What follows belongs to an exercise in optimizing a design on an open flow for small area, a short achievable clock period and few clock cycles; a production flow would make more cautious choices. Only simulation tests tie the RTL to the original design; equivalence was not proved. No activity file was given, so power comes from the tool's default toggle rates.

<file path="design/flow/design.v">
module Two_D_Conv_with_S_and_P #(parameter Width = 16 )(
  input  [Width-1:0] A_in,
  input  [Width-1:0] B_in,
  input  RST, CLK,
  input  [5:0] N1, M1, S1, P1, O1,
  output reg [Width-1:0] FINAL_OUT,
  output reg Done
);
  localparam L = 5;
  function [2:0] add7;
    input [2:0] a, b;
    reg [3:0] s;
    begin
      s = a + b;
      add7 = (s >= 4'd7) ? s - 4'd7 : s[2:0];
    end
  endfunction
  function [2:0] sub7;
    input [2:0] a, b;
    begin
      sub7 = (a >= b) ? a - b : a + 3'd7 - b;
    end
  endfunction
  function [2:0] mul7;
    input [2:0] a, b;
    begin
      case ({a, b})
        6'd0: mul7 = 3'd0;
        6'd1: mul7 = 3'd0;
        6'd2: mul7 = 3'd0;
        6'd3: mul7 = 3'd0;
        6'd4: mul7 = 3'd0;
        6'd5: mul7 = 3'd0;
        6'd6: mul7 = 3'd0;
        6'd7: mul7 = 3'd0;
        6'd8: mul7 = 3'd0;
        6'd9: mul7 = 3'd1;
        6'd10: mul7 = 3'd2;
        6'd11: mul7 = 3'd3;
        6'd12: mul7 = 3'd4;
        6'd13: mul7 = 3'd5;
        6'd14: mul7 = 3'd6;
        6'd15: mul7 = 3'd0;
        6'd16: mul7 = 3'd0;
        6'd17: mul7 = 3'd2;
        6'd18: mul7 = 3'd4;
        6'd19: mul7 = 3'd6;
        6'd20: mul7 = 3'd1;
        6'd21: mul7 = 3'd3;
        6'd22: mul7 = 3'd5;
        6'd23: mul7 = 3'd0;
        6'd24: mul7 = 3'd0;
        6'd25: mul7 = 3'd3;
        6'd26: mul7 = 3'd6;
        6'd27: mul7 = 3'd2;
        6'd28: mul7 = 3'd5;
        6'd29: mul7 = 3'd1;
        6'd30: mul7 = 3'd4;
        6'd31: mul7 = 3'd0;
        6'd32: mul7 = 3'd0;
        6'd33: mul7 = 3'd4;
        6'd34: mul7 = 3'd1;
        6'd35: mul7 = 3'd5;
        6'd36: mul7 = 3'd2;
        6'd37: mul7 = 3'd6;
        6'd38: mul7 = 3'd3;
        6'd39: mul7 = 3'd0;
        6'd40: mul7 = 3'd0;
        6'd41: mul7 = 3'd5;
        6'd42: mul7 = 3'd3;
        6'd43: mul7 = 3'd1;
        6'd44: mul7 = 3'd6;
        6'd45: mul7 = 3'd4;
        6'd46: mul7 = 3'd2;
        6'd47: mul7 = 3'd0;
        6'd48: mul7 = 3'd0;
        6'd49: mul7 = 3'd6;
        6'd50: mul7 = 3'd5;
        6'd51: mul7 = 3'd4;
        6'd52: mul7 = 3'd3;
        6'd53: mul7 = 3'd2;
        6'd54: mul7 = 3'd1;
        6'd55: mul7 = 3'd0;
        6'd56: mul7 = 3'd0;
        6'd57: mul7 = 3'd0;
        6'd58: mul7 = 3'd0;
        6'd59: mul7 = 3'd0;
        6'd60: mul7 = 3'd0;
        6'd61: mul7 = 3'd0;
        6'd62: mul7 = 3'd0;
        6'd63: mul7 = 3'd0;
      endcase
    end
  endfunction
  function [6:0] onehot7;
    input [2:0] a;
    begin
      onehot7 = 7'd1 << a;
    end
  endfunction
  reg [2:0] cN, cM, cS, cO;
  reg [1:0] cP;
  always @(posedge CLK) begin
    cN <= N1[2:0];
    cM <= M1[2:0];
    cS <= S1[2:0];
    cP <= P1[1:0];
    cO <= O1[2:0];
  end
  reg [2:0] tm7;
  wire [2:0] tm7_n = (tm7 == 3'd6) ? 3'd0 : tm7 + 3'd1;
  always @(posedge CLK or posedge RST)
    if (RST) tm7 <= 3'd6; else tm7 <= tm7_n;
  reg        go;                
  reg [2:0]  ar, ac;            
  reg        adone;             
  reg [2:0]  kr, kc;            
  reg        kdone;
  wire       awr = go & ~adone;
  wire       kwr = go & ~kdone;
  reg [2:0]  ar_x, ac_x, kr_x, kc_x;
  reg        adone_x, kdone_x;
  always @(*) begin
    ar_x = ar; ac_x = ac; adone_x = adone;
    kr_x = kr; kc_x = kc; kdone_x = kdone;
    if (awr) begin
      if (ac == cN - 3'd1) begin
        ac_x = 3'd0;
        ar_x = ar + 3'd1;
        if (ar == cN - 3'd1) adone_x = 1'b1;
      end else
        ac_x = ac + 3'd1;
    end
    if (kwr) begin
      if (kc == cM - 3'd1) begin
        kc_x = 3'd0;
        kr_x = kr + 3'd1;
        if (kr == cM - 3'd1) kdone_x = 1'b1;
      end else
        kc_x = kc + 3'd1;
    end
  end
  reg [6:0]  wea;
  reg [4:0]  wek;
  integer wi;
  always @(posedge CLK or posedge RST) begin
    if (RST) begin
      go <= 1'b0;
      ar <= 3'd0; ac <= 3'd0; adone <= 1'b0;
      kr <= 3'd0; kc <= 3'd0; kdone <= 1'b0;
      wea <= 7'd0; wek <= 5'd0;
    end else begin
      go <= 1'b1;
      ar <= ar_x; ac <= ac_x; adone <= adone_x;
      kr <= kr_x; kc <= kc_x; kdone <= kdone_x;
      for (wi = 0; wi < 7; wi = wi + 1)
        wea[wi] <= !adone_x && ar_x == wi;
      for (wi = 0; wi < 5; wi = wi + 1)
        wek[wi] <= !kdone_x && (kc_x == wi || (kc_x == 3'd5 && kr_x == 4 - wi));
    end
  end
  reg [Width-1:0] aring [0:6][0:6];
  reg [Width-1:0] kring [0:4][0:6];
  integer ri, si;
  always @(posedge CLK) begin
    for (ri = 0; ri < 7; ri = ri + 1) begin
      for (si = 1; si < 7; si = si + 1)
        aring[ri][si] <= aring[ri][si-1];
      aring[ri][0] <= (A_in & {Width{wea[ri]}}) | (aring[ri][6] & {Width{~wea[ri]}});
    end
    for (ri = 0; ri < 5; ri = ri + 1) begin
      for (si = 1; si < 7; si = si + 1)
        kring[ri][si] <= kring[ri][si-1];
      kring[ri][0] <= (B_in & {Width{wek[ri]}}) | (kring[ri][6] & {Width{~wek[ri]}});
    end
  end
  wire signed [4:0] sN = {2'b00, cN};
  wire signed [4:0] sM = {2'b00, cM};
  wire signed [4:0] sS = {2'b00, cS};
  wire signed [4:0] sP = {3'b000, cP};
  function [4:0] lanemask;
    input signed [4:0] x;
    input [2:0] m, n;
    integer q;
    reg signed [5:0] c, nn;
    begin
      nn = {3'b000, n};
      for (q = 0; q < 5; q = q + 1) begin
        c = x + q;
        lanemask[q] = (q < m) && (c >= 0) && (c < nn);
      end
    end
  endfunction
  reg [2:0] kN7, kS7, kM7, kP7, kP1;
  reg signed [4:0] k_top0;        
  reg [2:0] kOm1;                 
  reg k_m6, k_m7;
  reg signed [4:0] k_bot0;        
  reg signed [4:0] k_n5;          
  always @(posedge CLK) begin
    k_bot0 <= sM - 5'sd1 - sP;
    k_n5  <= sN - 5'sd5;
    kN7   <= (cN == 3'd7) ? 3'd0 : cN;
    kS7   <= (cS == 3'd7) ? 3'd0 : cS;
    kM7   <= (cM == 3'd7) ? 3'd0 : cM;
    kP7   <= {1'b0, cP};
    kP1   <= (cP == 2'd0) ? 3'd6 : {1'b0, cP} - 3'd1;
    k_top0 <= -sP;
    kOm1  <= cO - 3'd1;
    k_m6  <= (cM == 3'd6);
    k_m7  <= (cM == 3'd7);
  end
  reg [2:0] k_bN0, k_kM0;         
  reg [2:0] k_last0;              
  reg [4:0] k_lm0;                
  reg       k_lms0;               
  always @(posedge CLK) begin
    k_bN0 <= add7((cP == 2'd0) ? 3'd6 : {1'b0, cP} - 3'd1,
                  mul7({1'b0, cP}, (cN == 3'd7) ? 3'd0 : cN));
    k_kM0 <= sub7(3'd6, mul7({1'b0, cP}, (cM == 3'd7) ? 3'd0 : cM));
    k_last0 <= clipcol(sM - 5'sd1 - sP, cN);
    k_lm0 <= lanemask(-sP, cM, cN);
    k_lms0 <= (5'sd5 - sP < sN);
  end
  reg [2:0] kSN7, kSM7;
  always @(posedge CLK) begin
    kSN7  <= mul7(kS7, kN7);
    kSM7  <= mul7(kS7, kM7);
  end
  function [2:0] clipcol;
    input signed [4:0] xl;
    input [2:0] n;
    reg signed [4:0] nn;
    begin
      nn = {2'b00, n};
      if (xl >= nn) clipcol = n - 3'd1;
      else if (xl < 0) clipcol = 3'd0;
      else clipcol = xl[2:0];
    end
  endfunction
  function [31:0] rowdesc;
    input signed [4:0] t, b;
    input [2:0] bN, kM;
    input [2:0] n, p1;
    reg [2:0] ra_, rb_, ua_, ba_, ka_;
    reg e;
    reg signed [4:0] nn;
    begin
      nn = {2'b00, n};
      ra_ = t[4] ? 3'd0 : t[2:0];
      ua_ = t[4] ? -t[2:0] : 3'd0;
      rb_ = (b >= nn) ? n - 3'd1 : b[2:0];
      e   = (t >= nn) || b[4];
      ba_ = t[4] ? p1 : bN;                     
      ka_ = t[4] ? kM : 3'd6;                   
      rowdesc = {e, ka_, ba_, ua_, rb_, ra_, kM, bN, b, t};
    end
  endfunction
  reg        go0;               
  reg        run;               
  reg [2:0]  oi, oj;            
  reg [2:0]  ra, rb, ua;        
  reg        empty;             
  reg [15:0] crow;              
  reg signed [4:0] c0;          
  reg [2:0]  cend;              
  reg [4:0]  lmo;               
  reg signed [4:0] cl;          
  reg [2:0]  r, u;              
  reg        sub;               
  reg [6:0]  rsel;              
  reg [6:0]  bsel, ksel;        
  reg [4:0]  lmask;             
  wire a_now = adone || (r < ar) || (r == ar && cend < ac);
  wire a_byp = awr && (r == ar) && (cend == ac) && !k_m6;
  wire a_ok  = a_now || a_byp;
  wire k_ok  = kdone || (u < kr);
  wire avail = empty || (a_ok && k_ok);
  wire last_row  = empty || (r == rb);
  wire more_sub  = k_m6 && !sub && !empty;
  wire step_last = last_row && !more_sub;
  wire issue     = run && !k_m7 && avail;
  wire col_adv   = issue && !more_sub && last_row && (oj != kOm1);
  wire row_adv   = issue && !more_sub && last_row && (oj == kOm1) && (oi != kOm1);
  wire signed [4:0] crow_t = crow[4:0];
  wire signed [4:0] crow_b = crow[9:5];
  wire [31:0] rd_n  = rowdesc(crow_t + sS, crow_b + sS,
                              sub7(crow[12:10], kSN7), add7(crow[15:13], kSM7), cN, kP1);
  wire signed [4:0] c0_n = c0 + sS;
  wire signed [4:0] cl_n = cl + sS;
  wire [4:0] lm_n = lanemask(c0_n, cM, cN);
  reg         lm_sub;                                      
  wire c_init = !go0;
  wire c_sub  = go0 && issue && more_sub;
  wire c_radv = go0 && issue && !more_sub && !last_row;
  wire c_cadv = go0 && col_adv;
  wire c_oadv = go0 && row_adv;
  wire c_stay = !(c_init || c_sub || c_radv || c_cadv || c_oadv);
  function [6:0] rotl;              
    input [6:0] x;
    input integer a;
    integer i;
    begin
      for (i = 0; i < 7; i = i + 1) rotl[i] = x[(i + 7 - a) % 7];
    end
  endfunction
  function [6:0] rotk;              
    input [6:0] x, c;
    integer i, k;
    begin
      for (i = 0; i < 7; i = i + 1) begin
        rotk[i] = 1'b0;
        for (k = 0; k < 7; k = k + 1)
          rotk[i] = rotk[i] | (c[k] & x[(i + 7 - k) % 7]);
      end
    end
  endfunction
  reg [6:0] rN1, rM1, rS1;          
  always @(posedge CLK) begin
    rN1 <= onehot7(sub7(3'd1, kN7));
    rM1 <= onehot7(sub7(3'd1, kM7));
    rS1 <= onehot7(sub7(3'd1, kS7));
  end
  reg [6:0] Bh, Ah, NAh, Kh, KAh, NKAh;
  wire [2:0] tn = tm7_n;
  wire [6:0] b_init  = onehot7(add7(tn, kP1));
  wire [6:0] k_init  = onehot7(add7(tn, k_kM0));
  wire [6:0] b_radv  = rotk(Bh, rN1);
  wire [6:0] k_radv  = rotk(Kh, rM1);
  wire [6:0] a_cadv  = rotk(Ah, rS1);
  wire [6:0] sub_bsel = rotk(Bh, (u == 3'd5) ? 7'b0001000 : onehot7(sub7(3'd0, u)));
  wire [6:0] sub_ksel = onehot7(add7(tn, 3'd5));
  wire [4:0] sub_lane = (u == 3'd5) ? 5'b00001 : (5'b10000 >> u);
  reg        kbin;                  
  reg        first_pend;            
  wire [6:0] Bh_x = ({7{c_init}} & b_init) | ({7{c_radv}} & b_radv) | ({7{c_cadv}} & a_cadv)
                  | ({7{c_oadv}} & rotl(NAh, 1)) | ({7{c_stay | c_sub}} & rotl(Bh, 1));
  wire [6:0] Kh_x = ({7{c_init}} & k_init) | ({7{c_radv}} & k_radv) | ({7{c_cadv}} & rotl(KAh, 1))
                  | ({7{c_oadv}} & rotl(NKAh, 1)) | ({7{c_stay | c_sub}} & rotl(Kh, 1));
  always @(posedge CLK or posedge RST) begin
    if (RST) begin
      go0 <= 1'b0;
      run <= 1'b0;
    end else begin
      go0 <= go;
      if (c_init) run <= go;
      if (go0 && issue && !more_sub && last_row && oj == kOm1 && oi == kOm1)
        run <= 1'b0;
    end
  end
  always @(posedge CLK) begin
    begin
      Bh <= Bh_x; Kh <= Kh_x;
      Ah <= c_init ? b_init : c_cadv ? a_cadv : c_oadv ? rotl(NAh, 1) : rotl(Ah, 1);
      KAh <= c_init ? k_init : c_oadv ? rotl(NKAh, 1) : rotl(KAh, 1);
      NAh <= onehot7(add7(tn, rd_n[27:25]));
      NKAh <= onehot7(add7(tn, rd_n[30:28]));
      bsel <= c_sub ? sub_bsel : (c_stay ? rotl(bsel, 1) : Bh_x);
      ksel <= c_sub ? sub_ksel : (c_stay ? rotl(ksel, 1) : Kh_x);
      kbin <= k_m7 || (c_sub && u == 3'd5) || (c_stay && kbin);
      if (c_init) begin
        sub <= 1'b0; first_pend <= 1'b1;
        empty <= k_bot0[4];
        r <= 3'd0; u <= kP7; rsel <= 7'd1;
        lmask <= k_bot0[4] ? 5'd0 : k_lm0;
        oi <= 3'd0; oj <= 3'd0;
        ra <= 3'd0; rb <= k_last0; ua <= kP7;
        crow <= {k_kM0, k_bN0, k_bot0, k_top0};
        c0 <= k_top0; cl <= k_bot0; cend <= k_last0; lmo <= k_lm0;
        lm_sub <= k_lms0;
      end
      if (c_sub) begin
        sub <= 1'b1;
        lmask <= lm_sub ? sub_lane : 5'd0;
      end
      if (c_radv) begin
        sub <= 1'b0;
        r <= r + 3'd1; u <= u + 3'd1; rsel <= {rsel[5:0], rsel[6]};
        lmask <= lmo;
      end
      if (c_cadv) begin
        sub <= 1'b0;
        r <= ra; u <= ua; rsel <= onehot7(ra);
        lmask <= empty ? 5'd0 : lm_n;
        oj <= oj + 3'd1;
        c0 <= c0_n; cl <= cl_n; cend <= clipcol(cl_n, cN); lmo <= lm_n;
        lm_sub <= (c0_n < k_n5);
      end
      if (c_oadv) begin
        sub <= 1'b0;
        empty <= rd_n[31];
        r <= rd_n[18:16]; u <= rd_n[24:22]; rsel <= onehot7(rd_n[18:16]);
        lmask <= rd_n[31] ? 5'd0 : k_lm0;
        oi <= oi + 3'd1; oj <= 3'd0;
        {ua, rb, ra} <= rd_n[24:16];
        crow <= rd_n[15:0];
        c0 <= k_top0; cl <= k_bot0; cend <= k_last0; lmo <= k_lm0;
        lm_sub <= k_lms0;
      end
      if (issue) first_pend <= step_last;
      if (k_m7) begin
        rsel <= onehot7(ar);
        bsel <= 7'd1;
        lmask <= 5'd1;
      end
    end
  end
  reg [Width-1:0] rowv [0:6];
  integer rs, rr;
  always @(*) begin
    for (rs = 0; rs < 7; rs = rs + 1) begin
      rowv[rs] = {Width{1'b0}};
      for (rr = 0; rr < 7; rr = rr + 1)
        rowv[rs] = rowv[rs] | ({Width{rsel[rr]}} & aring[rr][rs]);
    end
  end
  function [23:0] booth_enc;
    input [Width-1:0] y;
    integer k;
    reg ym1;
    begin
      for (k = 0; k < 8; k = k + 1) begin
        ym1 = (k == 0) ? 1'b0 : y[2*k-1];
        booth_enc[3*k]   = y[2*k+1];
        booth_enc[3*k+1] = y[2*k] ^ ym1;
        booth_enc[3*k+2] = (y[2*k+1] & ~y[2*k] & ~ym1) | (~y[2*k+1] & y[2*k] & ym1);
      end
    end
  endfunction
  reg [Width-1:0] bin_r;        
  always @(posedge CLK)
    if (!k_m6 || (kwr && kr == 3'd5 && kc == 3'd5)) bin_r <= B_in;
  reg m7v, m7f, m7l;            
  reg [Width-1:0] la [0:L-1];
  reg [23:0]      lk [0:L-1];
  reg v_valid, v_first, v_last;
  wire [4:0] ltop = lmask & ~{1'b0, lmask[4:1]};    
  integer l, ss;
  reg [Width-1:0] av, kv;
  always @(posedge CLK) begin
    for (l = 0; l < L; l = l + 1) begin
      av = {Width{1'b0}};
      kv = {Width{1'b0}};
      for (ss = 0; ss < 7; ss = ss + 1) begin
        av = av | ({Width{bsel[(ss + l) % 7]}} & rowv[ss]);
        kv = kv | ({Width{ksel[(ss + l) % 7] & lmask[l] & (issue | m7v)}} & kring[l][ss]);
      end
      la[l] <= (issue && !a_now && ltop[l]) ? A_in
             : ((issue || m7v) && lmask[l]) ? av : {Width{1'b0}};
      lk[l] <= booth_enc((l == 0 && kbin) ? bin_r : kv);
    end
  end
  always @(posedge CLK) begin
    m7v <= k_m7 && awr;
    m7f <= ar == 3'd0 && ac == 3'd0;
    m7l <= ar == 3'd6 && ac == 3'd6;
    v_first <= (issue && first_pend) || (m7v && m7f);
  end
  always @(posedge CLK or posedge RST) begin
    if (RST) begin
      v_valid <= 1'b0; v_last <= 1'b0;
    end else begin
      v_valid <= issue || m7v;
      v_last  <= (issue && step_last) || (m7v && m7l);
    end
  end
  function [2*Width-1:0] csa;         
    input [Width-1:0] a, b, c;
    reg [Width-1:0] cy;
    begin
      cy = (a & b) | (a & c) | (b & c);
      csa = {cy[Width-2:0], 1'b0, a ^ b ^ c};
    end
  endfunction
  function [2*Width-1:0] lane_mul;
    input [Width-1:0] x;
    input [23:0] yd;
    reg [Width-1:0] pp [0:8];
    reg [Width-1:0] mag, x2;
    reg neg, one, two;
    reg [2*Width-1:0] t1, t2, t3, t4, t5, t6, t7;
    integer k;
    begin
      x2 = {x[Width-2:0], 1'b0};
      pp[8] = {Width{1'b0}};
      for (k = 0; k < 8; k = k + 1) begin
        neg = yd[3*k];
        one = yd[3*k+1];
        two = yd[3*k+2];
        mag = ({Width{one}} & x) | ({Width{two}} & x2);
        pp[k] = ({Width{neg}} ^ mag) << (2*k);
        pp[8][2*k] = neg;
      end
      t1 = csa(pp[0], pp[1], pp[2]);
      t2 = csa(pp[3], pp[4], pp[5]);
      t3 = csa(pp[6], pp[7], pp[8]);
      t4 = csa(t1[Width-1:0], t1[2*Width-1:Width], t2[Width-1:0]);
      t5 = csa(t2[2*Width-1:Width], t3[Width-1:0], t3[2*Width-1:Width]);
      t6 = csa(t4[Width-1:0], t4[2*Width-1:Width], t5[Width-1:0]);
      t7 = csa(t6[Width-1:0], t6[2*Width-1:Width], t5[2*Width-1:Width]);
      lane_mul = t7;
    end
  endfunction
  reg [Width-1:0] pm [0:6];
  reg p_valid, p_first, p_last;
  reg [2*Width-1:0] lm [0:L-1];
  reg [2*Width-1:0] m1, m2, m3;
  integer lp;
  always @(*) begin
    for (lp = 0; lp < L; lp = lp + 1)
      lm[lp] = lane_mul(la[lp], lk[lp]);
    m1 = csa(lm[0][Width-1:0], lm[0][2*Width-1:Width], lm[1][Width-1:0]);
    m2 = csa(lm[1][2*Width-1:Width], lm[2][Width-1:0], lm[2][2*Width-1:Width]);
    m3 = csa(lm[3][Width-1:0], lm[3][2*Width-1:Width], lm[4][Width-1:0]);
  end
  always @(posedge CLK) begin
    pm[0] <= m1[Width-1:0]; pm[1] <= m1[2*Width-1:Width];
    pm[2] <= m2[Width-1:0]; pm[3] <= m2[2*Width-1:Width];
    pm[4] <= m3[Width-1:0]; pm[5] <= m3[2*Width-1:Width];
    pm[6] <= lm[4][2*Width-1:Width];
  end
  reg [Width-1:0] acs, acc_c;
  wire [Width-1:0] qs = p_first ? {Width{1'b0}} : acs;
  wire [Width-1:0] qc = p_first ? {Width{1'b0}} : acc_c;
  wire [2*Width-1:0] q1 = csa(pm[0], pm[1], pm[2]);
  wire [2*Width-1:0] q2 = csa(pm[3], pm[4], pm[5]);
  wire [2*Width-1:0] q3 = csa(pm[6], qs, qc);
  wire [2*Width-1:0] q4 = csa(q1[Width-1:0], q1[2*Width-1:Width], q2[Width-1:0]);
  wire [2*Width-1:0] q5 = csa(q2[2*Width-1:Width], q3[Width-1:0], q3[2*Width-1:Width]);
  wire [2*Width-1:0] q6 = csa(q4[Width-1:0], q4[2*Width-1:Width], q5[Width-1:0]);
  wire [2*Width-1:0] q10 = csa(q6[Width-1:0], q6[2*Width-1:Width], q5[2*Width-1:Width]);
  reg q_last;
  always @(posedge CLK) begin
    acs   <= q10[Width-1:0];
    acc_c <= q10[2*Width-1:Width];
  end
  always @(posedge CLK) begin
    FINAL_OUT <= acs + acc_c;
    Done <= q_last;
  end
  always @(posedge CLK) p_first <= v_first;
  always @(posedge CLK or posedge RST) begin
    if (RST) begin
      p_valid <= 1'b0; p_last <= 1'b0; q_last <= 1'b0;
    end else begin
      p_valid <= v_valid;
      p_last  <= v_valid && v_last;
      q_last  <= p_valid && p_last;
    end
  end
endmodule
</file>
<file path="design/flow/flow/run.sh">
#!/bin/bash
# Layout flow: the standard ORFS flow, with timing repair asked to leave
# setup slack beyond what the 15 ns clock needs (the clock, constraints and
# every other step stay as the standard flow has them).
set -euo pipefail
bash standard.sh SETUP_SLACK_MARGIN=11 finish > flow_make.log 2>&1
</file>
<file path="design/flow/constraint.sdc">
create_clock -name core_clock -period 15.0 [get_ports {CLK}]
set_input_delay 3.0000 -clock core_clock [delete_from_list [all_inputs] [get_ports {CLK}]]
set_output_delay 3.0000 -clock core_clock [all_outputs]
set_load 0.01 [all_outputs]
</file>
<file path="design/flow/standard.sh">
#!/bin/bash
# synth_recipe.tcl (not shown) runs the flow's synth.tcl, then flattens the netlist and writes it again
# the make line also repeats each setting of config.mk as NAME=value (left out here)
make -C /OpenROAD-flow-scripts/flow DESIGN_CONFIG=/design/flow/config.mk WORK_HOME=/design/flow/orfs CLKGATE_MAP_FILE= SYNTH_SCRIPT=/design/flow/synth_recipe.tcl "${@:-finish}"
</file>
<file path="design/flow/config.mk">
export PLATFORM = sky130hd
export DESIGN_NAME = Two_D_Conv_with_S_and_P
export DESIGN_NICKNAME = Two_D_Conv_with_S_and_P
export VERILOG_FILES = /design/flow/design.v
export SDC_FILE = /design/flow/constraint.sdc
export NUM_CORES = 8
export LEC_CHECK = 0
export CAP_MARGIN = 20
export CORE_MARGIN = 2
export CORE_UTILIZATION = 70
export CTS_CLUSTER_DIAMETER = 120
export CTS_CLUSTER_SIZE = 20
export SLEW_MARGIN = 20
</file>
==> key figures <==
Run status
  – Status: timing/DRC/antenna clean

Final layout
  – Area of the multi-input gates: 36600 um^2
  – Fill cell count: 7827
  – FF/Latch Area: 40600 um^2
  – Fin util: 0.745
  – Layout Area Growth over Synthesis: 5.82%
  – Final net count: 7488
  – Ratio of cells with drive above 1 in the final layout: 0.101

Synth
  – Post-synthesis sequential area ratio: 0.502
  – Avg Inst Size Synth: 11.4 um^2
  – Post-synthesis register bit count: 1964
  – Synthesized Nets: 7724
  – Synth area leaders: dfxtp_1, a22oi_1, fa_1
  – Synth cell types: 92
  – Post-synth top cells: dfxtp_1, a22oi_1, inv_1
  – Post-synth ARST share: 0.0188
  – Share of Yosys cell area claimed by the top area cell type: 0.461
  – Ys Warns: 13
  – Most common cell in the netlist: dfxtp_1
  – Post-synth top area cell: dfxtp_1
  – Most used flip-flop cell after synthesis: dfxtp_1
  – Cells after Synth: 7032
  – EDFF count, synth: 78
  – Post-synthesis cell area: 80300 um^2

Timing
  – Max-slew violations: 0
  – Relative slew margins: 0.241
  – TNS Setup: 0 ps
  – Period utilisation layout: 0.278
  – Least-Margin Pin Slew: 1140 ps
  – Final Hold Viols: 0
  – F_max: 240 MHz
  – Final setup viols: 0
  – Clock Skew: 51.5 ps
  – RSZ-0062 raised after global routing: true
  – Final Critical Period: 4170 ps

Detailed routing
  – Avg WL per Cell: 25.2 um
  – Via count: 55600
  – DR iter-0 viols: 7506
  – Via density: 6.68
  – Post-route ant nets: 0
  – Drt total wl: 210000 um
  – Drc violations: 0
  – DRT Pass-1 Iters: 12

Global route
  – Vias in the first global route: 55100
  – Most used routing layer: met2
  – First-pass GRT wire length: 320000 um
  – Grt met3 use: 0.0637
  – Largest net degree at the start of global routing: 81
  – GRT Overall Usage: 0.351
  – Met1 Usage GRT: 0.472
  – Antenna violations before repair: 10
  – Total grt overflow: 0
  – Met2 Use GR: 0.565

Power and ir drop
  – P per Cell Area: 240 nW/um^2
  – Static Leak: 34.0 nW
  – Peak supply drop: 0.000178 V

Die
  – Placement Rows: 124
  – Chip Height: 343 um
  – IO Pins: 81
  – Core Area: 114000 um^2
  – Die extent in x: 343 um
  – Die area: 117000 um^2
  – Initial core utilization: 0.704

Clocking
  – CTS tree: done
  – Clock Latency Late Sink: 750 ps
  – H-tree depth: 3
  – Clk sinks: 1964
  – Worst-path clk slew: 80 ps
  – Clock Path Buffers: 3
  – Root Driver: clkbuf_16
  – Cts hold-fix bufs: 0
  – Num CTS Buffers: 108

Hold path
  – Hold Path Class: flop to flop
  – Hold Startpoint: aring[46][0]

Critical path
  – CP arrival: 1170 ps
  – CP max stage cell: dfxtp_2
  – Worst Setup End Kind: primary output
  – CP bufs+invs: 1
  – CP startpoint kind: flop
  – CP Max Fanout: 1
  – CP startpoint: FINAL_OUT[12]
  – CP required: 12000 ps
  – Worst path cell trace: buf_6
  – Worst Path Class, Setup: flop to primary output
  – Kind of cell adding the most delay to the critical path: flip-flops
  – Critical R2R Launch: la[0][6]
  – CP peak stage delay: 330 ps

Job
  – Max Cap Viol: 0

Place
  – Port buffer count: 64
  – Final HPWL DP: 145000 um
  – GPL Wtd Cong: 0.935
-- what timing repair did --
action | 4_1_cts | 5_1_grt
setup buffers | 4 | 18
endpoints found under the hold margin | 0 | 0
pin swaps | 4 | 24
resized for setup | 160 | 98
gates cloned | 0 | 1
endpoints found under the setup margin | 77 | 74
-- registers in the layout, indices dropped and copies added, names as in the netlist, 14 cells and up --
signal / cells
aring: 784
kring: 560
lk: 120
pm: 101
la: 80
FINAL_OUT: 16
acs: 16
bin_r: 16
crow: 16
acc_c: 14
-- power by group --
part | switching (mW) | internal (mW) | leakage [nW]
Sequential | 1.83 | 7.49 | 16.7
Clock | 1.66 | 1.35 | 1.45
Combinational | 4.61 | 3.46 | 15.9
Total | 8.10 | 12.3 | 34.0
-- path summary, 6_finish.rpt --
check	end	slack [ps]	depth (start not counted)
worst min register to register	aring[47][0]	330	0
worst min-delay path	aring[47][0]	330	0
worst max-delay path	FINAL_OUT[12]	10830	1
min in group asynchronous	run	2760	2
max in group asynchronous	ac[0]	11670	2
worst max register to register	pm[0][15]	11080	14
-- placed cells by master (no fill, tap or decap), types with 17 or more instances in the layout --
| cell | n |
|---|---|
| a21o_1 | 49 |
| a21oi_1 | 99 |
| a222oi_1 | 295 |
| a22o_1 | 99 |
| a22oi_1 | 906 |
| a31o_2 | 48 |
| a31oi_1 | 34 |
| buf_4 | 82 |
| clkbuf_1 | 19 |
| clkbuf_16 | 112 |
| clkdlybuf4s50_1 | 47 |
| dfrtp_1 | 35 |
| dfxtp_1 | 1729 |
| dfxtp_2 | 73 |
| dfxtp_4 | 47 |
| edfxtp_1 | 78 |
| fa_1 | 319 |
| ha_1 | 303 |
| inv_1 | 454 |
| mux2_2 | 207 |
| mux2i_1 | 27 |
| nand2_1 | 253 |
| nand2b_1 | 51 |
| nand3_1 | 272 |
| nor2_1 | 105 |
| nor2b_1 | 41 |
| nor3_1 | 43 |
| o21ai_0 | 67 |
| o22ai_1 | 32 |
| o31ai_1 | 19 |
| o32ai_1 | 17 |
| xnor2_1 | 390 |
| xor2_1 | 166 |
-- cell type report --
| type | count | area share |
|---|---|---|
| antenna | 2 | 0.0000589 |
| timing repair buffer | 148 | 0.0140 |
| inverter | 467 | 0.0207 |
| clock inverter | 5 | 0.00124 |
| clock buffer | 131 | 0.0338 |
| sequential | 1964 | 0.477 |
| multi-input combinational | 4107 | 0.430 |
| tap | 1512 | 0.0223 |
-- kinds of logic (layout without fill, tap and decap cells) --
group                      after synthesis  count (layout)  share of synthesized area
DFF                                   1964            1964                      0.502
AOI/OAI and AO/OA                     1811            1811                      0.177
buffers and inverters                  962             751                     0.0455
and+or+nand+nor                        867             868                     0.0529
adders and majority gates              628             628                      0.128
xor gates and xnor gates               565             565                     0.0617
muxes                                  234             234                     0.0324
other                                    1               3                  0.0000467
-- layer usage --
| layer | share of wire | up-vias |
|---|---|---|
| met5 | 0.00018 | - |
| met4 | 0.044 | 6 |
| met3 | 0.091 | 541 |
| met2 | 0.46 | 2689 |
| met1 | 0.40 | 27500 |
| li1 | - | 24900 |
-- worst reg2reg max path, delay by kind of cell (launching register included) --
kind / cells / cell delay [ps]
flip-flops: 1 / 410
adder cells (fa/ha/maj): 4 / 1850
buffers and inverters: 1 / 50
XOR/XNOR: 8 / 1280
AO/OA/AOI/OAI: 1 / 260
-- per-stage QoR --
step           power, mW  setup WS, ps  std cells  hold WS (ps)  cell area [um^2]
6_report            20.4         10830       8336           325             84900
5_1_grt             21.7         10790       8334           328             84900
4_1_cts             20.2         10780       8315           328             84500
3_5_place_dp        17.2         10550       8175           336             81400
3_3_place_gp        16.9         10610       8175           331             81400
2_1_floorplan       14.4         11000       7032           310             80300
Testbench counts, summed over its fixed seeds: cycles 52,448.

[what the ideal ports hide]
The results above use ideal ports. As a check the final layout listed here was re-extracted and re-timed, cells and wires unchanged.
Step 1: set_driving_cell puts a clkbuf_16 on CLK and a buf_2 on each other input, an assumption about the parent block.
Step 2, shift: input delay + t, output delay - t, t = (earliest + latest rising clock arrival at the registers) / 2. This alone moves slack from input paths to output paths.
Slacks: ideal / step 1 / step 2; pairs: ideal / step 1.
t (ns): 0.804
setup WS [ns]: 10.829 / 10.750 / 10.456
pins driven straight from the clock port: 1
After both steps setup and hold are still met in this run. For this run, drivers alone change the setup slack by -0.079 ns; drivers and shift together by -0.373 ns.
